This design comes from an exercise in tuning for small area on the open sky130 flow, not from production work. The RTL was checked by simulation tests, not by an equivalence proof against the original design. Power figures rest on the tool's default switching activity, not on a simulated workload.

<file path="flow/config.mk">
export PLATFORM = sky130hd
export DESIGN_NAME = top
export DESIGN_NICKNAME = top
export VERILOG_FILES = /design/flow/design.v
export SDC_FILE = /design/flow/constraint.sdc
export NUM_CORES = 4
export LEC_CHECK = 0
export ABC_AREA = 0
export ABC_CLOCK_PERIOD_IN_PS = 25000
export CAP_MARGIN = 20
export CORE_MARGIN = 2
export CORE_UTILIZATION = 40
export SLEW_MARGIN = 20
export SYNTH_HIERARCHICAL = 1
</file>
<file path="flow/constraint.sdc">
create_clock -name core_clock -period 25.0 [get_ports {sysclk}]
set_input_delay 5.0000 -clock core_clock [delete_from_list [all_inputs] [get_ports {sysclk}]]
set_output_delay 5.0000 -clock core_clock [all_outputs]
set_load 0.01 [all_outputs]
</file>
<file path="flow/design.v">
module rtcClkDivider (
	input rst,
	input [5:0] r,
	input [5:0] q,
	output [5:0] r_next,
	output [5:0] q_next,
	output tick_500Hz,  
	output tick_5s      
);
wire wrap_n = ~(r[5] & r[4] & r[0]);                  
wire r_clr = rst | ~wrap_n;
wire q_clr = rst | (~wrap_n & q[5] & q[2] & q[1] & q[0]);   
wire [5:0] rx, qx;    
wire [6:0] rc, qc;    
g_nor2 ur0 (.a(r_clr), .b(r[0]), .y(r_next[0]));
assign rc[1] = r[0];
genvar i;
generate for (i = 1; i < 6; i = i + 1) begin : gr
	if (i % 2 == 1) begin : odd
		g_xnor2 ux (.a(r[i]), .b(rc[i]), .y(rx[i]));
		if (i < 5) g_nand2 uc (.a(rc[i]), .b(r[i]), .y(rc[i+1]));
	end else begin : even
		g_xor2 ux (.a(r[i]), .b(rc[i]), .y(rx[i]));
		if (i < 5) g_nor2b uc (.a(rc[i]), .b_n(r[i]), .y(rc[i+1]));
	end
	g_nor2 ur (.a(r_clr), .b(rx[i]), .y(r_next[i]));
end endgenerate
assign qc[0] = wrap_n;
generate for (i = 0; i < 6; i = i + 1) begin : gq
	if (i % 2 == 0) begin : even
		g_xor2 ux (.a(q[i]), .b(qc[i]), .y(qx[i]));
		if (i < 5) g_nor2b uc (.a(qc[i]), .b_n(q[i]), .y(qc[i+1]));
	end else begin : odd
		g_xnor2 ux (.a(q[i]), .b(qc[i]), .y(qx[i]));
		if (i < 5) g_nand2 uc (.a(qc[i]), .b(q[i]), .y(qc[i+1]));
	end
	g_nor2 ur (.a(q_clr), .b(qx[i]), .y(q_next[i]));
end endgenerate
assign tick_500Hz = !rst && !wrap_n && q[4] && !q[3] && !q[2] && q[1] && q[0];  
assign tick_5s = !rst && r[4] && r[3] && !r[2] && !r[1] && !r[0];  
endmodule
module timekeeper (
	input rst,
	input en,
	input [15:0] ct,
	output [15:0] ct_next
);
wire [16:0] c;    
wire [15:0] xn;   
assign c[0] = en;
genvar i;
generate for (i = 0; i < 16; i = i + 1) begin : g
	if (i % 2 == 0) begin : even
		g_xnor2 ux (.a(ct[i]), .b(c[i]), .y(xn[i]));
		if (i < 15) g_nand2 uc (.a(c[i]), .b(ct[i]), .y(c[i+1]));
	end else begin : odd
		g_xor2 ux (.a(ct[i]), .b(c[i]), .y(xn[i]));
		if (i < 15) g_nor2b uc (.a(c[i]), .b_n(ct[i]), .y(c[i+1]));
	end
	g_nor2 ur (.a(rst), .b(xn[i]), .y(ct_next[i]));
end endgenerate
endmodule
module fa (input a, input b, input c, output s, output co);
	assign s = a ^ b ^ c;
	assign co = (a & b) | (a & c) | (b & c);
endmodule
module ha (input a, input b, output s, output co);
	assign s = a ^ b;
	assign co = a & b;
endmodule
module hasher (
	input [15:0] cur_time,
	input [15:0] student_id,
	input [15:0] h,
	output [15:0] nxt
);
wire [15:0] na = ~(cur_time ^ student_id);
wire s1, c2, s3, c4, s5, c6, s7, c8, s9, c10, s11, c12, s13, c14, s15, c16, s17, c18, s19, c20, s21, c22, s23, c24, s25, c26, s27, c28, s29, c30, s31, c32, c156, c158, s159, c160, c162, s163, c164, c166, s167, c168, s169, c170, c172, s173, c174, s175, c176, s177, c178, s179, c180, s181, c182, s183, c184, s185, c186, s187, c188, s189, c190, s191, c192, s193, c194, s195, c196, s197, c198, s199, c200, s201, c202, s203, c204, s205, c206, s207, c208, s209, c210, s211, c212, s213, c214, s215, c216, s217, c218, s219, c220, s221, c222, s223, c224, s225, c226, s227, c228, s229, c230, s231, c232, s233, c234, s235, c236, s237, c238, s239, c240, s241, c242, s243, c244, s245, c246, s247, c248, s249, c250, s251, c252, s253, c254, s255, c256, s257, c258, s259, c260, s261, c262, s263, c264, s265, c266, s267, c268, s269, c270, s271, c272, s273, c274, s275, c276, s277, c278, s279, c280, s281, c282, s283, c284, s285, c286, s287, c288, s289, c290, s291, c292, s293, c294, s295, c296, s297, c298, s299, c300, s301, c302, s303, c304, s305, c306, s307, c308, s309, c310, s311, c312, s313, c314, s315, c316, s317, c318, s319, c320, s321, c322, s323, c324, s325, c326, s327, c328, s329, c330, s331, c332, s333, c334, s335, c336, s337, c338, s339, c340, s341, c342, s343, c344, s345, c346, s347, c348, s349, c350, s351, c352, s353, c354;
wire p34 = ~(s3 | s1);
wire p35 = ~s5 & s3;
wire p36 = ~(s5 | s3);
wire p37 = ~s7 & s5;
wire p38 = ~(s7 | s5);
wire p39 = ~s9 & s7;
wire p40 = ~(s9 | s7);
wire p41 = ~s11 & s9;
wire p42 = ~(s11 | s9);
wire p43 = ~s13 & s11;
wire p44 = ~(s13 | s11);
wire p45 = ~s15 & s13;
wire p46 = ~(s15 | s13);
wire p47 = ~s17 & s15;
wire p48 = ~(s17 | s15);
wire p49 = ~s19 & s17;
wire p50 = ~(s19 | s17);
wire p51 = ~s21 & s19;
wire p52 = ~(s21 | s19);
wire p53 = ~s23 & s21;
wire p54 = ~(s23 | s21);
wire p55 = ~(s1 | s5);
wire p56 = ~(s1 | s7);
wire p57 = ~(s1 | s9);
wire p58 = ~(s1 | s11);
wire p59 = ~(s1 | s13);
wire p60 = ~(s1 | s15);
wire p61 = ~(s1 | s17);
wire p62 = ~(s1 | s19);
wire p63 = ~(s1 | s21);
wire p64 = ~(s1 | s23);
wire p65 = ~(s1 | s25);
wire p66 = ~(s1 | s27);
wire p67 = ~(s1 | s29);
wire p68 = ~(s1 | s31);
wire p69 = ~(s3 | s7);
wire p70 = ~(s3 | s9);
wire p71 = ~(s3 | s11);
wire p72 = ~(s3 | s13);
wire p73 = ~(s3 | s15);
wire p74 = ~(s3 | s17);
wire p75 = ~(s3 | s19);
wire p76 = ~(s3 | s21);
wire p77 = ~(s3 | s23);
wire p78 = ~(s3 | s25);
wire p79 = ~(s3 | s27);
wire p80 = ~(s3 | s29);
wire p81 = ~(s3 | s31);
wire p82 = ~(s5 | s9);
wire p83 = ~(s5 | s11);
wire p84 = ~(s5 | s13);
wire p85 = ~(s5 | s15);
wire p86 = ~(s5 | s17);
wire p87 = ~(s5 | s19);
wire p88 = ~(s5 | s21);
wire p89 = ~(s5 | s23);
wire p90 = ~(s5 | s25);
wire p91 = ~(s5 | s27);
wire p92 = ~(s5 | s29);
wire p93 = ~(s5 | s31);
wire p94 = ~(s7 | s11);
wire p95 = ~(s7 | s13);
wire p96 = ~(s7 | s15);
wire p97 = ~(s7 | s17);
wire p98 = ~(s7 | s19);
wire p99 = ~(s7 | s21);
wire p100 = ~(s7 | s23);
wire p101 = ~(s7 | s25);
wire p102 = ~(s7 | s27);
wire p103 = ~(s7 | s29);
wire p104 = ~(s7 | s31);
wire p105 = ~(s9 | s13);
wire p106 = ~(s9 | s15);
wire p107 = ~(s9 | s17);
wire p108 = ~(s9 | s19);
wire p109 = ~(s9 | s21);
wire p110 = ~(s9 | s23);
wire p111 = ~(s9 | s25);
wire p112 = ~(s9 | s27);
wire p113 = ~(s9 | s29);
wire p114 = ~(s9 | s31);
wire p115 = ~(s11 | s15);
wire p116 = ~(s11 | s17);
wire p117 = ~(s11 | s19);
wire p118 = ~(s11 | s21);
wire p119 = ~(s11 | s23);
wire p120 = ~(s11 | s25);
wire p121 = ~(s11 | s27);
wire p122 = ~(s11 | s29);
wire p123 = ~(s11 | s31);
wire p124 = ~(s13 | s17);
wire p125 = ~(s13 | s19);
wire p126 = ~(s13 | s21);
wire p127 = ~(s13 | s23);
wire p128 = ~(s13 | s25);
wire p129 = ~(s13 | s27);
wire p130 = ~(s13 | s29);
wire p131 = ~(s13 | s31);
wire p132 = ~(s15 | s19);
wire p133 = ~(s15 | s21);
wire p134 = ~(s15 | s23);
wire p135 = ~(s15 | s25);
wire p136 = ~(s15 | s27);
wire p137 = ~(s15 | s29);
wire p138 = ~(s15 | s31);
wire p139 = ~(s17 | s21);
wire p140 = ~(s17 | s23);
wire p141 = ~(s17 | s25);
wire p142 = ~(s17 | s27);
wire p143 = ~(s17 | s29);
wire p144 = ~(s19 | s23);
wire p145 = ~(s19 | s25);
wire p146 = ~(s19 | s27);
wire p147 = ~(s21 | s25);
wire p148 = c32 & s1;
wire p149 = c32 & s3;
wire p150 = c32 & s5;
wire p151 = c32 & s7;
wire p152 = c32 & s9;
wire p153 = c32 & s11;
wire p154 = c32 & s13;
wire x355 = p54 ^ p147;
wire x356 = x355 ^ p146;
wire x357 = x356 ^ p143;
wire x358 = c344 ^ p154;
wire x359 = x357 ^ p138;
wire x360 = c346 ^ x358;
wire x361 = x359 ^ c348;
wire x362 = x360 ^ x361;
wire x363 = c350 ^ x362;
wire x364 = x363 ^ c352;
wire x365 = x364 ^ c354;
ha u_s1 (.a(na[0]), .b(h[0]), .s(s1), .co(c2));
fa u_s3 (.a(na[1]), .b(h[1]), .c(c2), .s(s3), .co(c4));
fa u_s5 (.a(na[2]), .b(h[2]), .c(c4), .s(s5), .co(c6));
fa u_s7 (.a(na[3]), .b(h[3]), .c(c6), .s(s7), .co(c8));
fa u_s9 (.a(na[4]), .b(h[4]), .c(c8), .s(s9), .co(c10));
fa u_s11 (.a(na[5]), .b(h[5]), .c(c10), .s(s11), .co(c12));
fa u_s13 (.a(na[6]), .b(h[6]), .c(c12), .s(s13), .co(c14));
fa u_s15 (.a(na[7]), .b(h[7]), .c(c14), .s(s15), .co(c16));
fa u_s17 (.a(na[8]), .b(h[8]), .c(c16), .s(s17), .co(c18));
fa u_s19 (.a(na[9]), .b(h[9]), .c(c18), .s(s19), .co(c20));
fa u_s21 (.a(na[10]), .b(h[10]), .c(c20), .s(s21), .co(c22));
fa u_s23 (.a(na[11]), .b(h[11]), .c(c22), .s(s23), .co(c24));
fa u_s25 (.a(na[12]), .b(h[12]), .c(c24), .s(s25), .co(c26));
fa u_s27 (.a(na[13]), .b(h[13]), .c(c26), .s(s27), .co(c28));
fa u_s29 (.a(na[14]), .b(h[14]), .c(c28), .s(s29), .co(c30));
fa u_s31 (.a(na[15]), .b(h[15]), .c(c30), .s(s31), .co(c32));
assign c156 = p34 & p55;
assign c158 = (p35 & c156) | (p35 & p56) | (c156 & p56);
fa u_s159 (.a(p36), .b(p69), .c(p57), .s(s159), .co(c160));
assign c162 = c158 & s159;
fa u_s163 (.a(p37), .b(p70), .c(p58), .s(s163), .co(c164));
assign c166 = (c160 & c162) | (c160 & s163) | (c162 & s163);
fa u_s167 (.a(p38), .b(p82), .c(p71), .s(s167), .co(c168));
fa u_s169 (.a(p59), .b(c164), .c(s167), .s(s169), .co(c170));
assign c172 = c166 & s169;
fa u_s173 (.a(p39), .b(p83), .c(p72), .s(s173), .co(c174));
fa u_s175 (.a(c168), .b(p60), .c(c170), .s(s175), .co(c176));
fa u_s177 (.a(s173), .b(c172), .c(s175), .s(s177), .co(c178));
fa u_s179 (.a(p40), .b(p94), .c(p84), .s(s179), .co(c180));
fa u_s181 (.a(p73), .b(c174), .c(s179), .s(s181), .co(c182));
fa u_s183 (.a(p61), .b(c176), .c(s181), .s(s183), .co(c184));
ha u_s185 (.a(c178), .b(s183), .s(s185), .co(c186));
fa u_s187 (.a(p41), .b(p95), .c(p85), .s(s187), .co(c188));
fa u_s189 (.a(c180), .b(p74), .c(c182), .s(s189), .co(c190));
fa u_s191 (.a(s187), .b(p62), .c(c184), .s(s191), .co(c192));
fa u_s193 (.a(s189), .b(c186), .c(s191), .s(s193), .co(c194));
fa u_s195 (.a(p42), .b(p105), .c(p96), .s(s195), .co(c196));
fa u_s197 (.a(p86), .b(c188), .c(s195), .s(s197), .co(c198));
fa u_s199 (.a(p75), .b(c190), .c(s197), .s(s199), .co(c200));
fa u_s201 (.a(p63), .b(c192), .c(s199), .s(s201), .co(c202));
ha u_s203 (.a(c194), .b(s201), .s(s203), .co(c204));
fa u_s205 (.a(p43), .b(p106), .c(p97), .s(s205), .co(c206));
fa u_s207 (.a(c196), .b(p87), .c(c198), .s(s207), .co(c208));
fa u_s209 (.a(s205), .b(p76), .c(c200), .s(s209), .co(c210));
fa u_s211 (.a(s207), .b(p64), .c(c202), .s(s211), .co(c212));
fa u_s213 (.a(s209), .b(c204), .c(s211), .s(s213), .co(c214));
fa u_s215 (.a(p44), .b(p115), .c(p107), .s(s215), .co(c216));
fa u_s217 (.a(p98), .b(c206), .c(s215), .s(s217), .co(c218));
fa u_s219 (.a(p88), .b(c208), .c(s217), .s(s219), .co(c220));
fa u_s221 (.a(p77), .b(c210), .c(p65), .s(s221), .co(c222));
fa u_s223 (.a(s219), .b(c212), .c(s221), .s(s223), .co(c224));
ha u_s225 (.a(c214), .b(s223), .s(s225), .co(c226));
fa u_s227 (.a(p45), .b(p116), .c(p108), .s(s227), .co(c228));
fa u_s229 (.a(c216), .b(p99), .c(c218), .s(s229), .co(c230));
fa u_s231 (.a(s227), .b(p89), .c(c220), .s(s231), .co(c232));
fa u_s233 (.a(s229), .b(p78), .c(p66), .s(s233), .co(c234));
fa u_s235 (.a(c222), .b(s231), .c(c224), .s(s235), .co(c236));
fa u_s237 (.a(s233), .b(c226), .c(s235), .s(s237), .co(c238));
fa u_s239 (.a(p46), .b(p124), .c(p117), .s(s239), .co(c240));
fa u_s241 (.a(p109), .b(c228), .c(s239), .s(s241), .co(c242));
fa u_s243 (.a(p100), .b(c230), .c(s241), .s(s243), .co(c244));
fa u_s245 (.a(p90), .b(c232), .c(p79), .s(s245), .co(c246));
fa u_s247 (.a(s243), .b(p67), .c(c234), .s(s247), .co(c248));
fa u_s249 (.a(s245), .b(c236), .c(s247), .s(s249), .co(c250));
ha u_s251 (.a(c238), .b(s249), .s(s251), .co(c252));
fa u_s253 (.a(p47), .b(p125), .c(p118), .s(s253), .co(c254));
fa u_s255 (.a(c240), .b(p110), .c(c242), .s(s255), .co(c256));
fa u_s257 (.a(s253), .b(p101), .c(c244), .s(s257), .co(c258));
fa u_s259 (.a(s255), .b(p91), .c(p80), .s(s259), .co(c260));
fa u_s261 (.a(c246), .b(s257), .c(p68), .s(s261), .co(c262));
fa u_s263 (.a(c248), .b(s259), .c(c250), .s(s263), .co(c264));
fa u_s265 (.a(s261), .b(c252), .c(s263), .s(s265), .co(c266));
fa u_s267 (.a(p48), .b(p132), .c(p126), .s(s267), .co(c268));
fa u_s269 (.a(p119), .b(c254), .c(s267), .s(s269), .co(c270));
fa u_s271 (.a(p111), .b(c256), .c(s269), .s(s271), .co(c272));
fa u_s273 (.a(p102), .b(c258), .c(p92), .s(s273), .co(c274));
fa u_s275 (.a(c32), .b(s271), .c(p148), .s(s275), .co(c276));
fa u_s277 (.a(p81), .b(c260), .c(s273), .s(s277), .co(c278));
fa u_s279 (.a(c262), .b(s275), .c(s277), .s(s279), .co(c280));
fa u_s281 (.a(c264), .b(s279), .c(c266), .s(s281), .co(c282));
fa u_s283 (.a(p49), .b(p133), .c(p127), .s(s283), .co(c284));
fa u_s285 (.a(c268), .b(p120), .c(c270), .s(s285), .co(c286));
fa u_s287 (.a(s283), .b(p112), .c(c272), .s(s287), .co(c288));
fa u_s289 (.a(s285), .b(p103), .c(p149), .s(s289), .co(c290));
fa u_s291 (.a(p93), .b(c274), .c(s287), .s(s291), .co(c292));
fa u_s293 (.a(c276), .b(s289), .c(c278), .s(s293), .co(c294));
fa u_s295 (.a(s291), .b(c280), .c(s293), .s(s295), .co(c296));
ha u_s297 (.a(s295), .b(c282), .s(s297), .co(c298));
fa u_s299 (.a(p50), .b(p139), .c(p134), .s(s299), .co(c300));
fa u_s301 (.a(p128), .b(c284), .c(s299), .s(s301), .co(c302));
fa u_s303 (.a(p121), .b(c286), .c(s301), .s(s303), .co(c304));
fa u_s305 (.a(p113), .b(p150), .c(c288), .s(s305), .co(c306));
fa u_s307 (.a(p104), .b(s303), .c(c290), .s(s307), .co(c308));
fa u_s309 (.a(c292), .b(s305), .c(s307), .s(s309), .co(c310));
fa u_s311 (.a(c294), .b(s309), .c(c296), .s(s311), .co(c312));
ha u_s313 (.a(s311), .b(c298), .s(s313), .co(c314));
fa u_s315 (.a(p51), .b(p140), .c(p135), .s(s315), .co(c316));
fa u_s317 (.a(c300), .b(p129), .c(c302), .s(s317), .co(c318));
fa u_s319 (.a(s315), .b(p122), .c(p151), .s(s319), .co(c320));
fa u_s321 (.a(c304), .b(s317), .c(p114), .s(s321), .co(c322));
fa u_s323 (.a(c306), .b(s319), .c(s321), .s(s323), .co(c324));
fa u_s325 (.a(c308), .b(s323), .c(c310), .s(s325), .co(c326));
fa u_s327 (.a(s325), .b(c312), .c(c314), .s(s327), .co(c328));
fa u_s329 (.a(p52), .b(p144), .c(p141), .s(s329), .co(c330));
fa u_s331 (.a(p136), .b(c316), .c(s329), .s(s331), .co(c332));
fa u_s333 (.a(p130), .b(c318), .c(p152), .s(s333), .co(c334));
fa u_s335 (.a(s331), .b(p123), .c(c320), .s(s335), .co(c336));
fa u_s337 (.a(c322), .b(s333), .c(s335), .s(s337), .co(c338));
fa u_s339 (.a(c324), .b(s337), .c(c326), .s(s339), .co(c340));
ha u_s341 (.a(s339), .b(c328), .s(s341), .co(c342));
fa u_s343 (.a(p53), .b(p145), .c(p142), .s(s343), .co(c344));
fa u_s345 (.a(c330), .b(p137), .c(c332), .s(s345), .co(c346));
fa u_s347 (.a(s343), .b(p153), .c(p131), .s(s347), .co(c348));
fa u_s349 (.a(c334), .b(s345), .c(s347), .s(s349), .co(c350));
fa u_s351 (.a(c336), .b(s349), .c(c338), .s(s351), .co(c352));
fa u_s353 (.a(s351), .b(c340), .c(c342), .s(s353), .co(c354));
assign nxt = {x365, s353, s341, s327, s313, s297, s281, s265, s251, s237, s225, s213, s203, s193, s185, s177};
endmodule
module buttonFsm (
	input rst,
	input en,
	input button,
	input [1:0] state,
	output reg [1:0] state_next,
	output stateful_button
);
always @(*) begin
	if (rst) state_next = 2'd0;
	else if (!en) state_next = state;
	else begin
		case (state)
		2'd0: state_next = button ? 2'd3 : 2'd0;
		2'd1: state_next = button ? 2'd2 : 2'd1;
		2'd2: state_next = button ? 2'd2 : 2'd0;
		default: state_next = button ? 2'd3 : 2'd1;
		endcase
	end
end
assign stateful_button = (state == 2'd0 && button) || (state == 2'd1 && !button) || state == 2'd3;
endmodule
module add3 (input [3:0] d, output [3:0] q);
	wire h1, m, f, n01;
	g_a21oi u1 (.a1(d[2]), .a2(d[1]), .b1(d[3]), .y(h1));
	g_nand2 u2 (.a(d[2]), .b(d[0]), .y(m));
	g_nand2 u3 (.a(h1), .b(m), .y(q[3]));
	g_nor2 u4 (.a(d[0]), .b(h1), .y(f));
	g_xor2 u5 (.a(d[1]), .b(f), .y(q[1]));
	g_xor2 u6 (.a(d[0]), .b(q[3]), .y(q[0]));
	g_nor2 u7 (.a(d[1]), .b(d[0]), .y(n01));
	g_a22o u8 (.a1(d[2]), .a2(n01), .b1(d[3]), .b2(d[0]), .y(q[2]));
endmodule
module add3s (input [2:0] d, output [3:0] q);
	wire h1, m, f;
	g_nand2 u1 (.a(d[2]), .b(d[1]), .y(h1));
	g_nand2 u2 (.a(d[2]), .b(d[0]), .y(m));
	g_nand2 u3 (.a(h1), .b(m), .y(q[3]));
	g_nor2 u4 (.a(d[0]), .b(h1), .y(f));
	g_xor2 u5 (.a(d[1]), .b(f), .y(q[1]));
	g_xor2 u6 (.a(d[0]), .b(q[3]), .y(q[0]));
	g_nor3b u7 (.a(d[1]), .b(d[0]), .c_n(d[2]), .y(q[2]));
endmodule
module add3n (input [3:0] d, output [3:0] qn);
	wire h1, m, f, n01;
	g_a21oi u1 (.a1(d[2]), .a2(d[1]), .b1(d[3]), .y(h1));
	g_nand2 u2 (.a(d[2]), .b(d[0]), .y(m));
	g_and2 u3 (.a(h1), .b(m), .y(qn[3]));
	g_nor2 u4 (.a(d[0]), .b(h1), .y(f));
	g_xnor2 u5 (.a(d[1]), .b(f), .y(qn[1]));
	g_xor2 u6 (.a(d[0]), .b(qn[3]), .y(qn[0]));
	g_nor2 u7 (.a(d[1]), .b(d[0]), .y(n01));
	g_a22oi u8 (.a1(d[2]), .a2(n01), .b1(d[3]), .b2(d[0]), .y(qn[2]));
endmodule
module add3sn (input [2:0] d, output [3:0] qn);
	wire h1, m, f;
	g_nand2 u1 (.a(d[2]), .b(d[1]), .y(h1));
	g_nand2 u2 (.a(d[2]), .b(d[0]), .y(m));
	g_and2 u3 (.a(h1), .b(m), .y(qn[3]));
	g_nor2 u4 (.a(d[0]), .b(h1), .y(f));
	g_xnor2 u5 (.a(d[1]), .b(f), .y(qn[1]));
	g_xor2 u6 (.a(d[0]), .b(qn[3]), .y(qn[0]));
	g_or3b u7 (.a(d[1]), .b(d[0]), .c_n(d[2]), .y(qn[2]));
endmodule
module b16toBCD (
	input [15:0] to_display,
	input enable,
	output [3:0] D5,
	output [3:0] D4,
	output [3:0] D3,
	output [3:0] D2,
	output [3:0] D1
);
wire b4, b3, b2, b1, b8, b7, b6, b5, b12, b11, b10, b9, b16, b15, b14, b13, b20, b19, b18, b17, b24, b23, b22, b21, b28, b27, b26, b25, b32, b31, b30, b29, b36, b35, b34, b33, b40, b39, b38, b37, b44, b43, b42, b41, b48, b47, b46, b45, b52, b51, b50, b49, b56, b55, b54, b53, b60, b59, b58, b57, b64, b63, b62, b61, b68, b67, b66, b65, b72, b71, b70, b69, b76, b75, b74, b73, b80, b79, b78, b77, b84, b83, b82, b81, b88, b87, b86, b85, b92, b91, b90, b89, b96, b95, b94, b93, b100, b99, b98, b97, b104, b103, b102, b101, b108, b107, b106, b105, b112, b111, b110, b109, b116, b115, b114, b113, b120, b119, b118, b117, b124, b123, b122, b121, b128, b127, b126, b125, b132, b131, b130, b129;
add3s u_b1 (.d({to_display[15], to_display[14], to_display[13]}), .q({b4, b3, b2, b1}));
add3 u_b5 (.d({b3, b2, b1, to_display[12]}), .q({b8, b7, b6, b5}));
add3 u_b9 (.d({b7, b6, b5, to_display[11]}), .q({b12, b11, b10, b9}));
add3 u_b13 (.d({b11, b10, b9, to_display[10]}), .q({b16, b15, b14, b13}));
add3s u_b17 (.d({b4, b8, b12}), .q({b20, b19, b18, b17}));
add3 u_b21 (.d({b15, b14, b13, to_display[9]}), .q({b24, b23, b22, b21}));
add3 u_b25 (.d({b19, b18, b17, b16}), .q({b28, b27, b26, b25}));
add3 u_b29 (.d({b23, b22, b21, to_display[8]}), .q({b32, b31, b30, b29}));
add3 u_b33 (.d({b27, b26, b25, b24}), .q({b36, b35, b34, b33}));
add3 u_b37 (.d({b31, b30, b29, to_display[7]}), .q({b40, b39, b38, b37}));
add3 u_b41 (.d({b35, b34, b33, b32}), .q({b44, b43, b42, b41}));
add3s u_b45 (.d({b20, b28, b36}), .q({b48, b47, b46, b45}));
add3 u_b49 (.d({b39, b38, b37, to_display[6]}), .q({b52, b51, b50, b49}));
add3 u_b53 (.d({b43, b42, b41, b40}), .q({b56, b55, b54, b53}));
add3 u_b57 (.d({b47, b46, b45, b44}), .q({b60, b59, b58, b57}));
add3 u_b61 (.d({b51, b50, b49, to_display[5]}), .q({b64, b63, b62, b61}));
add3 u_b65 (.d({b55, b54, b53, b52}), .q({b68, b67, b66, b65}));
add3 u_b69 (.d({b59, b58, b57, b56}), .q({b72, b71, b70, b69}));
add3 u_b73 (.d({b63, b62, b61, to_display[4]}), .q({b76, b75, b74, b73}));
add3 u_b77 (.d({b67, b66, b65, b64}), .q({b80, b79, b78, b77}));
add3 u_b81 (.d({b71, b70, b69, b68}), .q({b84, b83, b82, b81}));
add3 u_b85 (.d({b75, b74, b73, to_display[3]}), .q({b88, b87, b86, b85}));
add3 u_b89 (.d({b79, b78, b77, b76}), .q({b92, b91, b90, b89}));
add3 u_b93 (.d({b83, b82, b81, b80}), .q({b96, b95, b94, b93}));
add3 u_b97 (.d({b48, b60, b72, b84}), .q({b100, b99, b98, b97}));
add3 u_b101 (.d({b87, b86, b85, to_display[2]}), .q({b104, b103, b102, b101}));
add3 u_b105 (.d({b91, b90, b89, b88}), .q({b108, b107, b106, b105}));
add3 u_b109 (.d({b95, b94, b93, b92}), .q({b112, b111, b110, b109}));
add3 u_b113 (.d({b99, b98, b97, b96}), .q({b116, b115, b114, b113}));
add3n u_b117 (.d({b103, b102, b101, to_display[1]}), .qn({b120, b119, b118, b117}));
add3n u_b121 (.d({b107, b106, b105, b104}), .qn({b124, b123, b122, b121}));
add3n u_b125 (.d({b111, b110, b109, b108}), .qn({b128, b127, b126, b125}));
add3n u_b129 (.d({b115, b114, b113, b112}), .qn({b132, b131, b130, b129}));
assign D1[0] = ~(~to_display[0] & enable);
assign D1[1] = ~(b117 & enable);
assign D1[2] = ~(b118 & enable);
assign D1[3] = ~(b119 & enable);
assign D2[0] = ~(b120 & enable);
assign D2[1] = ~(b121 & enable);
assign D2[2] = ~(b122 & enable);
assign D2[3] = ~(b123 & enable);
assign D3[0] = ~(b124 & enable);
assign D3[1] = ~(b125 & enable);
assign D3[2] = ~(b126 & enable);
assign D3[3] = ~(b127 & enable);
assign D4[0] = ~(b128 & enable);
assign D4[1] = ~(b129 & enable);
assign D4[2] = ~(b130 & enable);
assign D4[3] = ~(b131 & enable);
assign D5[0] = ~(b132 & enable);
assign D5[1] = ~(~b116 & enable);
assign D5[2] = ~(~b100 & enable);
assign D5[3] = ~enable;
endmodule
module top (
	input sysclk,     
	input rst,        
	input button_in,
	input [15:0] student_id,
	output [3:0] D5_out,
	output [3:0] D4_out,
	output [3:0] D3_out,
	output [3:0] D2_out,
	output [3:0] D1_out
);
reg [5:0] r;         
reg [5:0] q;         
reg [15:0] curtime;
reg [15:0] curhash;
reg [1:0] state;
wire tick500;
wire tick5s;
wire [5:0] r_next, q_next;
wire [15:0] time_next;
wire [15:0] hash_next;
wire [1:0] state_next;
wire disp;
rtcClkDivider clkd (
	.rst(rst), .r(r), .q(q), .r_next(r_next), .q_next(q_next),
	.tick_500Hz(tick500), .tick_5s(tick5s)
);
timekeeper timekep (
	.rst(rst), .en(tick5s), .ct(curtime), .ct_next(time_next)
);
hasher hs (
	.cur_time(curtime), .student_id(student_id), .h(curhash), .nxt(hash_next)
);
buttonFsm button (
	.rst(rst), .en(tick500), .button(button_in), .state(state),
	.state_next(state_next), .stateful_button(disp)
);
wire hold;
wire [15:0] hash_d;
g_nor2 uhold (.a(tick5s), .b(rst), .y(hold));
genvar i;
generate for (i = 0; i < 16; i = i + 1) begin : gh
	g_a22o um (.a1(hash_next[i]), .a2(tick5s), .b1(curhash[i]), .b2(hold), .y(hash_d[i]));
end endgenerate
always @(posedge sysclk) begin
	r <= r_next;
	q <= q_next;
	curtime <= time_next;
	curhash <= hash_d;
	state <= state_next;
end
b16toBCD display (
	.to_display(curhash),
	.enable(disp),
	.D5(D5_out),
	.D4(D4_out),
	.D3(D3_out),
	.D2(D2_out),
	.D1(D1_out)
);
endmodule
module g_nand2 (input a, input b, output y); assign y = ~(a & b); endmodule
module g_nor2 (input a, input b, output y); assign y = ~(a | b); endmodule
module g_nor2b (input a, input b_n, output y); assign y = ~a & b_n; endmodule
module g_and2 (input a, input b, output y); assign y = a & b; endmodule
module g_xor2 (input a, input b, output y); assign y = a ^ b; endmodule
module g_xnor2 (input a, input b, output y); assign y = ~(a ^ b); endmodule
module g_a21oi (input a1, input a2, input b1, output y); assign y = ~((a1 & a2) | b1); endmodule
module g_a22o (input a1, input a2, input b1, input b2, output y); assign y = (a1 & a2) | (b1 & b2); endmodule
module g_a22oi (input a1, input a2, input b1, input b2, output y); assign y = ~((a1 & a2) | (b1 & b2)); endmodule
module g_nor3b (input a, input b, input c_n, output y); assign y = ~(a | b | ~c_n); endmodule
module g_or3b (input a, input b, input c_n, output y); assign y = a | b | ~c_n; endmodule
</file>
<file path="flow/flow/run.sh">
#!/bin/bash
# Standard synthesis, then every combinational cell swapped to its smallest
# size (downsize.tcl), then the standard layout with 1x port buffers.
set -euo pipefail
HERE=$PWD
bash standard.sh synth > synth.log 2>&1
ODB=$HERE/orfs/results/sky130hd/top/base/1_synth.odb openroad -no_init -exit flow/downsize.tcl > downsize.log 2>&1
bash standard.sh BUFFER_PORTS_ARGS="-buffer_cell sky130_fd_sc_hd__buf_1" CTS_ARGS="-sink_clustering_enable -repair_clock_nets -buf_list sky130_fd_sc_hd__clkbuf_8 -root_buf sky130_fd_sc_hd__clkbuf_8 -dont_use_dummy_load" finish > finish.log 2>&1
</file>
<file path="flow/flow/downsize.tcl">
# Swap every combinational cell of the synthesized netlist to the smallest cell
# of the same function (same name but the drive-strength suffix); later repair
# steps upsize or buffer where slew, capacitance or timing need it.
read_db $::env(ODB)
set db [ord::get_db]
set block [ord::get_db_block]
foreach lib [$db getLibs] {
  foreach m [$lib getMasters] {
    set n [$m getName]
    if {[regexp {^(sky130_fd_sc_hd__[a-z0-9]+)_([0-9]+)$} $n -> base drv]} {
      set area [expr {[$m getWidth] * [$m getHeight]}]
      lappend cands($base) [list $m $area $drv]
    }
  }
}
set skip {^sky130_fd_sc_hd__(df|dl|sdf|edf|sedf|conb|tap|fill|decap|clk|probe|buf|dlygate|dlymetal)}
set n 0
foreach inst [$block getInsts] {
  set m [$inst getMaster]
  set name [$m getName]
  if {[regexp $skip $name]} continue
  if {![regexp {^(sky130_fd_sc_hd__[a-z0-9]+)_([0-9]+)$} $name -> base drv]} continue
  set best ""; set barea 0; set bdrv 0
  foreach c $cands($base) {
    lassign $c cm ca cd
    if {$best eq "" || $ca < $barea || ($ca == $barea && $cd > $bdrv)} {
      set best $cm; set barea $ca; set bdrv $cd
    }
  }
  if {$best ne "" && [$best getName] ne $name} {
    puts "swap [$inst getName] $name -> [$best getName]"
    $inst swapMaster $best
    incr n
  }
}
puts "swapped $n cells"
write_db $::env(ODB)
</file>
<file path="flow/standard.sh">
#!/bin/bash
# synth_recipe.tcl (not shown) runs the flow's synth.tcl, then flattens the netlist and writes it again
# the make line also repeats each setting of config.mk as NAME=value (left out here)
make -C /OpenROAD-flow-scripts/flow DESIGN_CONFIG=/design/flow/config.mk WORK_HOME=/design/flow/orfs CLKGATE_MAP_FILE= SYNTH_SCRIPT=/design/flow/synth_recipe.tcl "${@:-finish}"
</file>
==> notes.md, run 1 <==
Routed WL: 11,740 um
hold buffers post-CTS: 0
worst hold-check path type: flop to flop
Area growth syn-to-layout: 4.335%
io pins: 39
H-tree depth: 2
Detail Route Antenna Nets: 0
clock-pin transition on the worst setup and hold timing paths: 90 ps
Reg area: 920.9 um^2
global-route usage over all layers: 15.28%
WP data required: 25,210 ps
Worst Path Max Fanout: 17
Crit Path Class: input pin to flop
grt total ovfl: 0
syn_area_per_cell: 8.667 um^2
Antenna Cells: 0
multi-input combinational cell area: 5230 um^2
Leakage: 3.054 nW
Slew Limit Fails: 0
fmax: 63.92 MHz
DR WL/cell: 12.26 um
die span in y: 130.3 um
setup bufs post-CTS: 0
Setup crit end kind: flop
first-pass GRT wire length: 20,980 um
num rows: 46
RR Startpoint: curtime[0]
GPL Wtd Cong: 0.7773
Worst VDD drop: 0.02354 mV
initial antenna violation count: 0
hpwl dp: 9448 um
clock sinks: 46
RSZ-0062 raised after global routing: no
total chip power: 266.6 uW
CP startpoint: student_id[0]
CTS max path bufs: 2
TNS Setup: 0 ps
CTS buffer count: 5
WP data arrival: 15,850 ps
DIE AREA: 16,970 um^2
Worst-Skew Late Latency: 310 ps
Fin. Hold Viols: 0
CTS tree: built
Worst path max stage delay: 990 ps
Syn Inst Count: 736
Clock Tree Root: clkbuf_8
Worst Tran Pin Value: 822.0 ps
status: finished clean
fin crit share: 62.58%
Via density: 4.841
Post-Syn Nets: 866
CORE AREA: 15,710 um^2
largest net degree at the start of global routing: 25
Initial Util: 40.60%
count of input and output buffers: 38
Synth Cell Area: 6379 um^2
Fillers: 1,608
final setup vio count: 0
die width: 130.3 um
max cap viols: 0
Tmin final: 15,640 ps
TritonRoute pass-1 iters: 4
Detailed Route Iter0 Violations: 157
Pwr Density: 40.06 nW/um^2
vias after detailed routing: 4,638
Slowest cell on crit path: fa_1
Ys Warns: 8
Slew headroom: 44.93%
Top cell by count, worst path: fa_1
Final Skew: 30.25 ps
post_cts resized: 0
layout cells sized above 1: 1.887%
critical path startpoint category: input pin
vias in the first global route: 4,525
hold path start: r[0]
DRC: 0
Final #Nets: 874
==> state kept, by name, summed over array words and instances, names as in the netlist <==
| name | count |
|---|---|
| curhash | 16 |
| r | 6 |
| state | 2 |
| q | 6 |
| curtime | 16 |
==> routing by layer <==
| metal | part of all wire, % | GRT usage [%] | up-vias |
|---|---|---|---|
| li1 | - | - | 2344 |
| met1 | 49 | 20.69 | 2236 |
| met2 | 48 | 26.79 | 54 |
| met3 | 2.9 | 2.173 | 4 |
| met4 | 0.38 | 1.961 | 0 |
| met5 | 0 | 0 | - |
==> layout make-up <==
class | instances | share of cell area [%]
Inverter | 2 | 0.1128
Clock buffer | 5 | 1.034
Timing Repair Buffer | 40 | 2.369
Tap cell | 216 | 4.061
Multi-Input combinational cell | 649 | 78.59
Sequential cell | 46 | 13.84
==> critical path: cells and delay by family <==
| family | cells | cell delay [ps] |
|---|---|---|
| buffers and inverters | 1 | 80 |
| AOI/OAI and AO/OA | 1 | 220 |
| xor gates and xnor gates | 5 | 990 |
| adders and majority gates | 24 | 9430 |
| and+or+nand+nor | 1 | 110 |
==> path summary, 6_finish.rpt <==
kind	endpoint	slack, ps	cells past startpoint
setup / recovery	curhash[15]	9360	32
hold / removal	r[0]	490	1
setup reg to reg	curhash[15]	13770	31
hold reg to reg	r[0]	490	1
==> report_power, final <==
part | internal, mW | total (mW) | switching, mW | leakage [nW]
Combinational | 0.0734 | 0.152 | 0.0785 | 2.65
Sequential | 0.0736 | 0.0741 | 0.000462 | 0.371
Clock | 0.0180 | 0.0407 | 0.0226 | 0.0359
Total | 0.165 | 0.267 | 0.102 | 3.05
==> cells in the final DEF, fill, tap and decap left out <==
cell and count:
mux2i_1 1, a21boi_1 1, xnor2_1 41, and2_1 10, dfxtp_1 46, nor3b_1 3
nor2b_1 21, o21bai_1 1, nor2_2 1, clkbuf_8 5, xnor3_1 1, mux2_2 1
fa_1 103, nand3_1 1, nor3_2 1, nor2_1 193, nand4_1 1, nand3b_1 1
nand4bb_1 1, nand2_1 96, nand2b_1 4, a21oi_1 30, xor2_1 77, or4b_2 1
buf_4 2, ha_1 8, or2b_1 1, xnor2_2 1, a22oi_1 4, o2111ai_1 1
inv_2 2, a22o_1 42, buf_1 38, and2b_1 1, nor3_1 1
==> stage by stage <==
step	worst slack, ps	hold WS, ps	util (%)	area [um^2]	std cells
after floorplan	9275	444.3	-	6379	736
after global placement	9016	464.7	41.90	6584	953
after detailed placement	8927	476.8	41.90	6584	953
after CTS	9262	496.6	42.34	6653	958
after global routing	8868	550.2	42.36	6655	958
final	9356	492.2	42.36	6655	958
==> run 2: changes to the inputs <==
--- a/flow/design.v
+++ b/flow/design.v
@@ -7,23 +7,17 @@
 	output tick_500Hz,  
 	output tick_5s      
 );
-wire wrap_n = ~(r[5] & r[4] & r[0]);                  
+wire wrap_n = ~(~r[4] & r[3] & r[2] & r[1] & ~r[0]);      
 wire r_clr = rst | ~wrap_n;
 wire q_clr = rst | (~wrap_n & q[5] & q[2] & q[1] & q[0]);   
-wire [5:0] rx, qx;    
-wire [6:0] rc, qc;    
-g_nor2 ur0 (.a(r_clr), .b(r[0]), .y(r_next[0]));
-assign rc[1] = r[0];
+wire [5:0] qx;        
+wire [6:0] qc;        
+wire fbn;
+g_xnor2 ufb (.a(r[4]), .b(r[5]), .y(fbn));
+g_nor2 ur0 (.a(r_clr), .b(fbn), .y(r_next[0]));
 genvar i;
 generate for (i = 1; i < 6; i = i + 1) begin : gr
-	if (i % 2 == 1) begin : odd
-		g_xnor2 ux (.a(r[i]), .b(rc[i]), .y(rx[i]));
-		if (i < 5) g_nand2 uc (.a(rc[i]), .b(r[i]), .y(rc[i+1]));
-	end else begin : even
-		g_xor2 ux (.a(r[i]), .b(rc[i]), .y(rx[i]));
-		if (i < 5) g_nor2b uc (.a(rc[i]), .b_n(r[i]), .y(rc[i+1]));
-	end
-	g_nor2 ur (.a(r_clr), .b(rx[i]), .y(r_next[i]));
+	g_nor2 ur (.a(r_clr), .b(r[i-1]), .y(r_next[i]));
 end endgenerate
 assign qc[0] = wrap_n;
 generate for (i = 0; i < 6; i = i + 1) begin : gq
@@ -37,7 +31,7 @@
 	g_nor2 ur (.a(q_clr), .b(qx[i]), .y(q_next[i]));
 end endgenerate
 assign tick_500Hz = !rst && !wrap_n && q[4] && !q[3] && !q[2] && q[1] && q[0];  
-assign tick_5s = !rst && r[4] && r[3] && !r[2] && !r[1] && !r[0];  
+assign tick_5s = !rst && r[4] && r[3] && r[2] && r[1] && r[0];  
 endmodule
 module timekeeper (
 	input rst,
@@ -349,15 +343,14 @@
 assign stateful_button = (state == 2'd0 && button) || (state == 2'd1 && !button) || state == 2'd3;
 endmodule
 module add3 (input [3:0] d, output [3:0] q);
-	wire h1, m, f, n01;
+	wire h1, m, f;
 	g_a21oi u1 (.a1(d[2]), .a2(d[1]), .b1(d[3]), .y(h1));
 	g_nand2 u2 (.a(d[2]), .b(d[0]), .y(m));
 	g_nand2 u3 (.a(h1), .b(m), .y(q[3]));
 	g_nor2 u4 (.a(d[0]), .b(h1), .y(f));
 	g_xor2 u5 (.a(d[1]), .b(f), .y(q[1]));
 	g_xor2 u6 (.a(d[0]), .b(q[3]), .y(q[0]));
-	g_nor2 u7 (.a(d[1]), .b(d[0]), .y(n01));
-	g_a22o u8 (.a1(d[2]), .a2(n01), .b1(d[3]), .b2(d[0]), .y(q[2]));
+	g_a32o u8 (.a1(d[2]), .a2(h1), .a3(m), .b1(d[3]), .b2(d[0]), .y(q[2]));
 endmodule
 module add3s (input [2:0] d, output [3:0] q);
 	wire h1, m, f;
@@ -370,15 +363,14 @@
 	g_nor3b u7 (.a(d[1]), .b(d[0]), .c_n(d[2]), .y(q[2]));
 endmodule
 module add3n (input [3:0] d, output [3:0] qn);
-	wire h1, m, f, n01;
+	wire h1, m, f;
 	g_a21oi u1 (.a1(d[2]), .a2(d[1]), .b1(d[3]), .y(h1));
 	g_nand2 u2 (.a(d[2]), .b(d[0]), .y(m));
 	g_and2 u3 (.a(h1), .b(m), .y(qn[3]));
 	g_nor2 u4 (.a(d[0]), .b(h1), .y(f));
 	g_xnor2 u5 (.a(d[1]), .b(f), .y(qn[1]));
 	g_xor2 u6 (.a(d[0]), .b(qn[3]), .y(qn[0]));
-	g_nor2 u7 (.a(d[1]), .b(d[0]), .y(n01));
-	g_a22oi u8 (.a1(d[2]), .a2(n01), .b1(d[3]), .b2(d[0]), .y(qn[2]));
+	g_a32oi u8 (.a1(d[2]), .a2(h1), .a3(m), .b1(d[3]), .b2(d[0]), .y(qn[2]));
 endmodule
 module add3sn (input [2:0] d, output [3:0] qn);
 	wire h1, m, f;
@@ -526,3 +518,5 @@
 module g_a22oi (input a1, input a2, input b1, input b2, output y); assign y = ~((a1 & a2) | (b1 & b2)); endmodule
 module g_nor3b (input a, input b, input c_n, output y); assign y = ~(a | b | ~c_n); endmodule
 module g_or3b (input a, input b, input c_n, output y); assign y = a | b | ~c_n; endmodule
+module g_a32o (input a1, input a2, input a3, input b1, input b2, output y); assign y = (a1 & a2 & a3) | (b1 & b2); endmodule
+module g_a32oi (input a1, input a2, input a3, input b1, input b2, output y); assign y = ~((a1 & a2 & a3) | (b1 & b2)); endmodule
==> flow/flow/run.sh (replaced) <==
#!/bin/bash
# Standard synthesis, then every combinational cell swapped to its smallest
# size (downsize.tcl), then the standard layout with 1x port buffers.
set -euo pipefail
HERE=$PWD
bash standard.sh synth > synth.log 2>&1
ODB=$HERE/orfs/results/sky130hd/top/base/1_synth.odb openroad -no_init -exit flow/downsize.tcl > downsize.log 2>&1
bash standard.sh BUFFER_PORTS_ARGS="-buffer_cell sky130_fd_sc_hd__buf_1" CTS_ARGS="-sink_clustering_enable -repair_clock_nets -buf_list sky130_fd_sc_hd__clkbuf_16 -root_buf sky130_fd_sc_hd__clkbuf_16 -dont_use_dummy_load -sink_clustering_size 50 -sink_clustering_max_diameter 500" finish > finish.log 2>&1
==> notes.md, run 2 <==
num rows: 45
total chip power: 401.6 uW
CTS max path bufs: 2
worst hold-check path type: flop to flop
Worst path max stage delay: 990 ps
die width: 129.1 um
Worst VDD drop: 0.03479 mV
global-route usage over all layers: 15.78%
hold buffers post-CTS: 0
Worst Tran Pin Value: 788.1 ps
Final Skew: 22.08 ps
DR WL/cell: 12.85 um
placed cell areas: 6456 um^2
fin crit share: 63.50%
Tmin final: 15,870 ps
WP data required: 25,180 ps
layout cells sized above 1: 2.122%
Worst Path Max Fanout: 17
Area growth syn-to-layout: 5.219%
syn_area_per_cell: 8.939 um^2
DRC: 0
Util after Layout: 43.15%
io pins: 39
fin worst setup slack: 9125 ps
Synth Cell Area: 6257 um^2
Worst-Skew Late Latency: 290 ps
fmax: 62.99 MHz
Crit Path Class: input pin to flop
Slowest cell on crit path: fa_1
Clock Tree Root: clkbuf_16
H-tree depth: 2
critical path startpoint category: input pin
Final #Nets: 839
grt total ovfl: 0
Syn Inst Count: 700
CTS buffer count: 5
setup bufs post-CTS: 0
TritonRoute pass-1 iters: 5
TNS Setup: 0 ps
count of input and output buffers: 38
final setup vio count: 0
status: finished clean
RSZ-0062 raised after global routing: no
clock sinks: 46
pre-CTS WS: 8797 ps
Leakage: 3.019 nW
Routed WL: 11,800 um
first-pass GRT wire length: 21,600 um
max cap viols: 0
most common cell after layout, fill and taps aside: nor2_1
WP data arrival: 16,060 ps
Initial Util: 41.01%
vias in the first global route: 4,783
Pwr Density: 60.99 nW/um^2
Detail Route Antenna Nets: 0
DIE AREA: 16,660 um^2
Slew Limit Fails: 0
Via density: 5.062
CTS tree: built
Setup crit end kind: flop
post_cts resized: 0
CORE AREA: 15,260 um^2
Fillers: 1,469
GPL Wtd Cong: 0.8247
vias after detailed routing: 4,647
initial antenna violation count: 0
die span in y: 129.1 um
Slew headroom: 47.40%
most frequent cells in the layout: nor2_1 (163), fa_1 (103), nand2_1 (95)
Top cell by count, worst path: fa_1
top flop regs: curhash: 16 flops, curtime: 16 flops
Antenna Cells: 0
Ys Warns: 8
largest net degree at the start of global routing: 24
Fin. Hold Viols: 0
clock-pin transition on the worst setup and hold timing paths: 60 ps
Post-Syn Nets: 830
hpwl dp: 9511 um
final instance area: 6584 um^2
Detailed Route Iter0 Violations: 290
-- run 2: cell types whose count changed in the layout (fill, tap and decap cells not counted), moves of 4 or more --
cell | before | now
a32o_1 | 0 | 26
a22o_1 | 42 | 16
a32oi_1 | 0 | 4
a22oi_1 | 4 | 0
clkbuf_16 | 0 | 5
nor2_1 | 193 | 163
clkbuf_8 | 5 | 0
-- run 2: path summary, 6_finish.rpt --
path	cells past startpoint	slack, ps	to	from
setup reg to reg	31	13580	curhash[15]	curtime[0]
hold / removal	1	420	r[4]	r[3]
hold reg to reg	1	420	r[4]	r[3]
setup / recovery	32	9130	curhash[15]	student_id[0]
-- run 2: cell type report --
class	count	area, um^2	area share (%)
repair buffers	41	165.2	2.509
multi-input cells	612	5097	77.42
inverters	3	11.26	0.1710
flip-flops and latches	46	920.9	13.99
well taps	211	264.0	4.010
clock buffers	5	125.1	1.900
-- run 2: metrics by stage --
| step | hold WS [ps] | cells |
|---|---|---|
| finish | 420.1 | 918 |
| global route | 461.3 | 918 |
| detailed placement | 415.4 | 913 |
| floorplan | 392.1 | 700 |
| CTS | 422.5 | 918 |
| global placement | 395.7 | 913 |
-- run 2: report_power, final --
part	total, mW	switching (mW)	internal, mW
clock	0.0587	0.0235	0.0352
combinational	0.267	0.143	0.124
sequential	0.0757	0.00118	0.0746
total	0.402	0.167	0.234
-- run 2: critical path: cells and delay by family --
| family | cells | cell delay (ps) |
|---|---|---|
| and+or+nand+nor | 1 | 130 |
| AOI/OAI and AO/OA | 1 | 220 |
| buffers and inverters | 1 | 80 |
| xor gates and xnor gates | 5 | 1100 |
| adders and majority gates | 24 | 9510 |
-- run 2: layer usage --
metal,up-vias,share of wire (%),track usage [%]
li1,2279,-,-
met1,2262,47,21.03
met2,93,49,28.04
met3,13,3.3,2.106
met4,0,1.3,2.558
met5,-,0,0
==> run 3: changes to the inputs <==
==> flow/flow/run.sh (replaced) <==
#!/bin/bash
# Standard synthesis, then every combinational cell swapped to its smallest
# size (downsize.tcl), then the standard layout with 1x port buffers.
set -euo pipefail
HERE=$PWD
bash standard.sh synth > synth.log 2>&1
ODB=$HERE/orfs/results/sky130hd/top/base/1_synth.odb openroad -no_init -exit flow/downsize.tcl > downsize.log 2>&1
bash standard.sh BUFFER_PORTS_ARGS="-buffer_cell sky130_fd_sc_hd__buf_1" CTS_ARGS="-sink_clustering_enable -repair_clock_nets -buf_list sky130_fd_sc_hd__clkbuf_8 -root_buf sky130_fd_sc_hd__clkbuf_8 -dont_use_dummy_load -sink_clustering_size 24 -sink_clustering_max_diameter 500" finish > finish.log 2>&1
==> notes.md, run 3 <==
status: finished clean
setup bufs post-CTS: 0
post_cts resized: 0
fin worst setup slack: 9154 ps
critical path startpoint category: input pin
RR Startpoint: curtime[0]
grt total ovfl: 0
vias in the first global route: 4,777
largest net degree at the start of global routing: 24
Detail Route Antenna Nets: 0
clock sinks: 46
num rows: 45
met1 Use GR: 21.01%
first-pass GRT wire length: 21,580 um
WHS Endpoint: r[4]
Post-Syn Nets: 830
CORE AREA: 15,260 um^2
Crit Path Class: input pin to flop
Hold Crit Depth: 1
CTS buffer count: 5
io pins: 39
Most Crowded Layer GR: met2
Top cell by count, worst path: fa_1
die width: 129.1 um
clock-pin transition on the worst setup and hold timing paths: 90 ps
Worst path max stage delay: 840 ps
Worst-Skew Late Latency: 290 ps
pre-CTS WS: 8797 ps
GPL Wtd Cong: 0.8247
met3 Resource Use GR: 2.106%
Antenna Cells: 0
Pwr Density: 58.46 nW/um^2
worst reg2reg path endpoint: curhash[15]
hpwl dp: 9511 um
FF-to-FF setup slack: 13,590 ps
most common cell after layout, fill and taps aside: nor2_1
worst hold-check path type: flop to flop
WP data required: 25,200 ps
RSZ-0062 raised after global routing: no
Ys Warns: 8
layout cells sized above 1: 2.122%
final instance area: 6528 um^2
Final #Nets: 839
initial antenna violation count: 0
CTS max path bufs: 2
Fillers: 1,476
placed cell areas: 6456 um^2
hold path start: r[3]
hold buffers post-CTS: 0
Via density: 5.059
CTS tree: built
met2 Use GR: 28.01%
Hold Slack: 423.0 ps
fmax: 63.11 MHz
Final Skew: 27.84 ps
Util after Layout: 42.78%
Syn Inst Count: 700
global-route usage over all layers: 15.77%
Detailed Route Iter0 Violations: 288
max cap viols: 0
Initial Util: 41.01%
Synth Cell Area: 6257 um^2
Setup crit end kind: flop
Routed WL: 11,800 um
Slew headroom: 46.82%
most frequent cells in the layout: nor2_1 (163), fa_1 (103), nand2_1 (95)
Clock Tree Root: clkbuf_8
syn_area_per_cell: 8.939 um^2
die span in y: 129.1 um
WP data arrival: 16,040 ps
Area growth syn-to-layout: 4.319%
vias after detailed routing: 4,644
top flop regs: curhash: 16 flops, curtime: 16 flops
Worst VDD drop: 0.03485 mV
DR WL/cell: 12.85 um
Leakage: 2.993 nW
Fin. Hold Viols: 0
count of input and output buffers: 38
fin crit share: 63.38%
Tmin final: 15,850 ps
H-tree depth: 2
TritonRoute pass-1 iters: 5
DIE AREA: 16,660 um^2
DRC: 0
Slew Limit Fails: 0
Slowest cell on crit path: fa_1
cell count of the worst reg-to-reg path: 32
Worst Path Max Fanout: 11
Worst Tran Pin Value: 796.8 ps
final setup vio count: 0
TNS Setup: 0 ps
-- run 3: cell count changes in the layout (fill, tap and decap cells not counted) --
cell	delta
clkbuf_16	-5
clkbuf_8	+5
-- run 3: area by class of cell --
class                           instances  area [um^2]  share of cell area, %
Tap cell                              211        264.0                  4.044
Multi-Input combinational cell        612         5097                  78.09
Clock buffer                            5        68.82                  1.054
Sequential cell                        46        920.9                  14.11
Timing Repair Buffer                   41        165.2                  2.530
Inverter                                3        11.26                 0.1725
-- run 3: worst max path at each step --
stage / from / to / slack, ps / cells after the start
floorplan: student_id[0] / curhash[15] / 9280 / 34
global placement: student_id[0] / curhash[15] / 9080 / 33
detailed placement: student_id[0] / curhash[15] / 8800 / 32
CTS: student_id[0] / curhash[15] / 9120 / 32
global route: student_id[0] / curhash[15] / 8730 / 32
finish: student_id[0] / curhash[15] / 9150 / 33
-- run 3: metrics by stage --
stage                     power [mW]  instances
after floorplan               0.3727        700
after global placement        0.3441        913
after detailed placement      0.3480        913
after CTS                     0.3901        918
after global routing          0.4330        918
final                         0.3816        918
-- run 3: worst max-delay path: cells and delay by family --
kind                     cells  cell delay (ps)
adder cells (fa/ha/maj)     25             9490
AND/OR/NAND/NOR              1              130
buffers and inverters        1               80
AO/OA/AOI/OAI                1              220
XOR/XNOR                     5             1100
-- run 3: power breakdown --
part / internal [mW] / switching (mW) / total [mW]
sequential: 0.0744 / 0.00118 / 0.0756
combinational: 0.124 / 0.142 / 0.267
clock: 0.0180 / 0.0213 / 0.0394
-- run 3: routing by layer --
metal	vias up	wire length, um
met5	-	0
met4	0	131
met3	10	395
met2	87	5795
met1	2269	5475
li1	2278	-
==> run 4: changes to the inputs <==
==> flow/flow/run.sh (replaced) <==
#!/bin/bash
# Standard synthesis, then every combinational cell swapped to its smallest
# size (downsize.tcl), then the standard layout with 1x port buffers.
set -euo pipefail
HERE=$PWD
bash standard.sh synth > synth.log 2>&1
ODB=$HERE/orfs/results/sky130hd/top/base/1_synth.odb openroad -no_init -exit flow/downsize.tcl > downsize.log 2>&1
bash standard.sh BUFFER_PORTS_ARGS="-buffer_cell sky130_fd_sc_hd__buf_1" CTS_ARGS="-sink_clustering_enable -repair_clock_nets -buf_list sky130_fd_sc_hd__clkbuf_8 -root_buf sky130_fd_sc_hd__clkbuf_8 -dont_use_dummy_load" finish > finish.log 2>&1
--- a/flow/config.mk
+++ b/flow/config.mk
@@ -5,7 +5,7 @@
 export SDC_FILE = /design/flow/constraint.sdc
 export NUM_CORES = 4
 export LEC_CHECK = 0
-export ABC_AREA = 0
+export ABC_AREA = 1
 export ABC_CLOCK_PERIOD_IN_PS = 25000
 export CAP_MARGIN = 20
 export CORE_MARGIN = 2
==> notes.md, run 4 <==
final setup vio count: 0
Post-Syn Nets: 1,378
met3 Resource Use GR: 2.378%
CP startpoint: student_id[0]
Tmin final: 15,320 ps
critical path startpoint category: input pin
post_cts resized: 0
DR WL/cell: 9.785 um
GPL Wtd Cong: 0.7948
Pwr Density: 51.46 nW/um^2
fin worst setup slack: 9684 ps
WP data arrival: 15,550 ps
worst path buffer plus inverter count: 3
Detailed Route Iter0 Violations: 304
Slowest cell on crit path: fa_1
first-pass GRT wire length: 26,150 um
count of input and output buffers: 38
met1 Use GR: 22.36%
hold buffers post-CTS: 0
Initial Util: 41.17%
most frequent cells in the layout: nand2_1 (519), inv_2 (238), nor2_1 (198)
total chip power: 397.4 uW
vias in the first global route: 5,801
fmax: 65.29 MHz
most common cell after layout, fill and taps aside: nand2_1
Ys Warns: 8
setup bufs post-CTS: 0
non-filler cells, final: 1,480
hpwl dp: 12,000 um
io pins: 39
layout cells sized above 1: 19.66%
Fin. Hold Viols: 0
placed cell areas: 7651 um^2
Synth Cell Area: 7471 um^2
RR Startpoint: curtime[0]
worst hold-check path type: flop to flop
initial antenna violation count: 0
global-route usage over all layers: 15.75%
H-tree depth: 2
Worst Tran Pin Value: 779.6 ps
Worst Path Max Fanout: 19
Antenna Cells: 0
CTS buffer count: 5
TNS Setup: 0 ps
pre-CTS WS: 9250 ps
Final Skew: 26.93 ps
Final #Nets: 1,383
largest net degree at the start of global routing: 22
Clock Tree Root: clkbuf_8
Top Family by Delay on Critical Path: adder cells
die width: 140.7 um
DIE AREA: 19,790 um^2
hold path start: r[2]
Slew Limit Fails: 0
vias after detailed routing: 6,437
CORE AREA: 18,150 um^2
max cap viols: 0
CTS tree: built
die span in y: 140.7 um
fin crit share: 61.26%
Setup crit end kind: flop
clock sinks: 46
status: finished clean
Most Crowded Layer GR: met2
num rows: 49
Routed WL: 14,480 um
RSZ-0062 raised after global routing: no
Via density: 4.349
Area growth syn-to-layout: 3.366%
clock-pin transition on the worst setup and hold timing paths: 100 ps
Slew headroom: 47.97%
Syn Inst Count: 1,248
Worst path max stage delay: 1010 ps
top flop regs: curhash: 16 flops, curtime: 16 flops
grt total ovfl: 0
DRC: 0
CTS max path bufs: 2
WP data required: 25,230 ps
met2 Use GR: 25.91%
Top cell by count, worst path: fa_1
Leakage: 3.899 nW
Worst VDD drop: 0.02917 mV
Detail Route Antenna Nets: 0
Hold Slack: 412.0 ps
final instance area: 7722 um^2
syn_area_per_cell: 5.986 um^2
Util after Layout: 42.55%
Worst-Skew Late Latency: 330 ps
TritonRoute pass-1 iters: 8
Cells after DPL: 1,475
Crit Path Class: input pin to flop
-- run 4: cell count changes in the layout (fill, tap and decap cells not counted), moves of 19 or more --
cell,change
a32o_1,-26
xnor2_1,-24
xor2_1,-75
nand3_1,+35
nor2b_1,-19
nand2_1,+424
nor2_1,+35
inv_2,+235
-- run 4: final cells by class --
class | count | area, um^2
Clock buffer | 5 | 68.82
Timing Repair Buffer | 40 | 157.7
Multi-Input combinational cell | 922 | 5395
Inverter | 238 | 893.4
Tap cell | 229 | 286.5
Sequential cell | 46 | 920.9
Fill cell | 1942 | 10430
-- run 4: metal layers --
| metal | vias to the layer above | wire length [um] | part of all wire [%] |
|---|---|---|---|
| li1 | 3576 | - | - |
| met1 | 2792 | 7416 | 51 |
| met2 | 57 | 6485 | 45 |
| met3 | 12 | 477 | 3.3 |
| met4 | 0 | 103 | 0.71 |
| met5 | - | 0 | 0 |
-- run 4: worst reg2reg max path, delay by kind of cell (launching register included) --
kind	cells	cell delay, ps
flip-flops	1	410
AND/OR/NAND/NOR	11	760
buffers and inverters	2	80
adder cells (fa/ha/maj)	24	9490
XOR/XNOR	1	90
-- run 4: power by group --
part / switching (mW) / internal, mW / leakage [nW]
sequential: 0.00128 / 0.0744 / 0.372
combinational: 0.160 / 0.116 / 3.49
clock: 0.0271 / 0.0181 / 0.0359
-- run 4: path summary, 6_finish.rpt --
kind	end	slack, ps	cells after the start
worst max-delay path	curhash[15]	9680	39
worst min-delay path	r[3]	410	1
worst max register to register	curhash[15]	14070	38
worst min register to register	r[3]	410	1
==> run 5: changes to the inputs <==
--- a/flow/config.mk
+++ b/flow/config.mk
@@ -5,7 +5,7 @@
 export SDC_FILE = /design/flow/constraint.sdc
 export NUM_CORES = 4
 export LEC_CHECK = 0
-export ABC_AREA = 1
+export ABC_AREA = 0
 export ABC_CLOCK_PERIOD_IN_PS = 25000
 export CAP_MARGIN = 20
 export CORE_MARGIN = 2
==> notes.md, run 5 <==
H-tree depth: 2
worst hold-check path type: flop to flop
Worst-Skew Late Latency: 290 ps
CTS max path bufs: 2
TNS Setup: 0 ps
vias in the first global route: 4,777
clock-pin transition on the worst setup and hold timing paths: 90 ps
critical path startpoint category: input pin
hpwl dp: 9511 um
CTS buffer count: 5
Area growth syn-to-layout: 4.319%
Detail Route Antenna Nets: 0
FF-to-FF setup slack: 13,590 ps
Crit Path Class: input pin to flop
post_cts resized: 0
CTS tree: built
most common cell after layout, fill and taps aside: nor2_1
worst path buffer plus inverter count: 1
io pins: 39
Fin. Hold Viols: 0
final setup vio count: 0
count of input and output buffers: 38
Final Skew: 27.84 ps
Syn Inst Count: 700
num rows: 45
grt total ovfl: 0
syn_area_per_cell: 8.939 um^2
RSZ-0062 raised after global routing: no
DRC: 0
global-route usage over all layers: 15.77%
P_sw: 164.8 uW
Final #Nets: 839
clock sinks: 46
Ys Warns: 8
Worst VDD drop: 0.03485 mV
Clk pwr share: 10.3%
Synth Cell Area: 6257 um^2
initial antenna violation count: 0
Detailed Route Iter0 Violations: 288
non-filler cells, final: 918
hold buffers post-CTS: 0
top flop regs: curhash: 16 flops, curtime: 16 flops
first-pass GRT wire length: 21,580 um
layout cells sized above 1: 2.122%
register share of total power: 19.8%
Clock Tree Root: clkbuf_8
Antenna Cells: 0
TritonRoute pass-1 iters: 5
Via density: 5.059
Tmin final: 15,850 ps
multi-input combinational cell area: 5097 um^2
Util after Layout: 42.78%
Top cell by count, worst path: fa_1
met2 Use GR: 28.01%
internal power contribution: 216.8 uW
Sw Ratio: 43.18%
Pwr Density: 58.46 nW/um^2
Post-Syn Nets: 830
Initial Util: 41.01%
Slew headroom: 46.82%
status: finished clean
fin crit share: 63.38%
Worst path max stage delay: 840 ps
fmax: 63.11 MHz
setup bufs post-CTS: 0
DIE AREA: 16,660 um^2
Worst Tran Pin Value: 796.8 ps
Setup crit end kind: flop
Leakage: 2.993 nW
die span in y: 129.1 um
Cells after DPL: 913
die width: 129.1 um
Worst Path Max Fanout: 11
Slew Limit Fails: 0
vias after detailed routing: 4,644
combinational power share: 69.9%
Top Family by Delay on Critical Path: adder cells
Slowest cell on crit path: fa_1
DR WL/cell: 12.85 um
most frequent cells in the layout: nor2_1 (163), fa_1 (103), nand2_1 (95)
GPL Wtd Cong: 0.8247
Fillers: 1,476
CORE AREA: 15,260 um^2
largest net degree at the start of global routing: 24
WP data required: 25,200 ps
WP data arrival: 16,040 ps
met3 Resource Use GR: 2.106%
met1 Use GR: 21.01%
Most Crowded Layer GR: met2
Reg area: 920.9 um^2
Routed WL: 11,800 um
max cap viols: 0
## run 5: worst reg2reg max path: cells and delay by family, from the launching register on
| kind | cells | cell delay [ps] |
|---|---|---|
| AOI/OAI and AO/OA | 1 | 220 |
| xor gates and xnor gates | 5 | 1110 |
| DFF | 1 | 340 |
| adders and majority gates | 25 | 9490 |
| and+or+nand+nor | 1 | 130 |
## run 5: per-layer routing
| layer | vias to the layer above | routed length (um) |
|---|---|---|
| li1 | 2278 | - |
| met1 | 2269 | 5475 |
| met2 | 87 | 5795 |
| met3 | 10 | 395 |
| met4 | 0 | 131 |
| met5 | - | 0 |
## run 5: cell type report
class | instances | area share (%)
flip-flops and latches | 46 | 14.11
clock buffers | 5 | 1.054
inverters | 3 | 0.1725
repair buffers | 41 | 2.530
multi-input cells | 612 | 78.09
well taps | 211 | 4.044
## run 5: power groups by stage
stage | Combinational (mW) | Sequential, mW | Clock [mW]
CTS | 0.273 | 0.0756 | 0.0419
global placement | 0.267 | 0.0773 | 0
floorplan | 0.296 | 0.0771 | 0
finish | 0.267 | 0.0756 | 0.0394
detailed placement | 0.271 | 0.0774 | 0
global route | 0.312 | 0.0759 | 0.0451
## run 5: final timing paths
path                               startpoint     endpoint  cells after the start
worst max register to register     curtime[0]  curhash[15]                     32
worst max-delay path            student_id[0]  curhash[15]                     33
worst min-delay path                     r[3]         r[4]                      1
worst min register to register           r[3]         r[4]                      1
## run 5: metrics by stage
| step | area [um^2] | setup slack, ps | power (mW) | hold slack, ps |
|---|---|---|---|---|
| after floorplan | 6257 | 9275 | 0.3727 | 392.1 |
| after global placement | 6456 | 9082 | 0.3441 | 395.7 |
| after detailed placement | 6456 | 8797 | 0.3480 | 415.4 |
| after CTS | 6525 | 9123 | 0.3901 | 425.8 |
| after global routing | 6528 | 8726 | 0.4330 | 465.2 |
| final | 6528 | 9154 | 0.3816 | 423.0 |

what the ideal ports hide:
Ports are ideal in the flow. The routed layouts listed here were re-timed in OpenROAD.
Step 1 (the two cells are an assumption about what drives the block):
set clk [get_ports {sysclk}]
set_driving_cell -lib_cell sky130_fd_sc_hd__clkbuf_16 $clk
set_driving_cell -lib_cell sky130_fd_sc_hd__buf_2 [delete_from_list [all_inputs] $clk]
Step 2 moves the port delays by t, midway between the first and last clock arrival at a register: inputs arrive t later, outputs are due t later. That takes back most of the time a late clock gives input paths.
Three values: no drivers, after step 1, after step 2; two values: the first two.
run	t, ns	setup slack, ns	hold slack, ns	worst setup path after step 2	cell pins on the clock port's net
run 1	0.323	9.356 / 9.367 / 9.044	0.492 / 0.492 / 0.492	input to register	1
run 2	0.308	9.125 / 9.136 / 8.828	0.420 / 0.420 / 0.420	input to register	1
run 3	0.310	9.154 / 9.160 / 8.850	0.423 / 0.423 / 0.423	input to register	1
run 4	0.351	9.684 / 9.695 / 9.344	0.412 / 0.412 / 0.412	input to register	1
run 5	0.310	9.154 / 9.160 / 8.850	0.423 / 0.423 / 0.423	input to register	1
After both steps setup and hold are still met in every run listed. For run 4, which loses most, drivers alone change the setup slack by +0.011 ns; drivers and shift together by -0.340 ns.
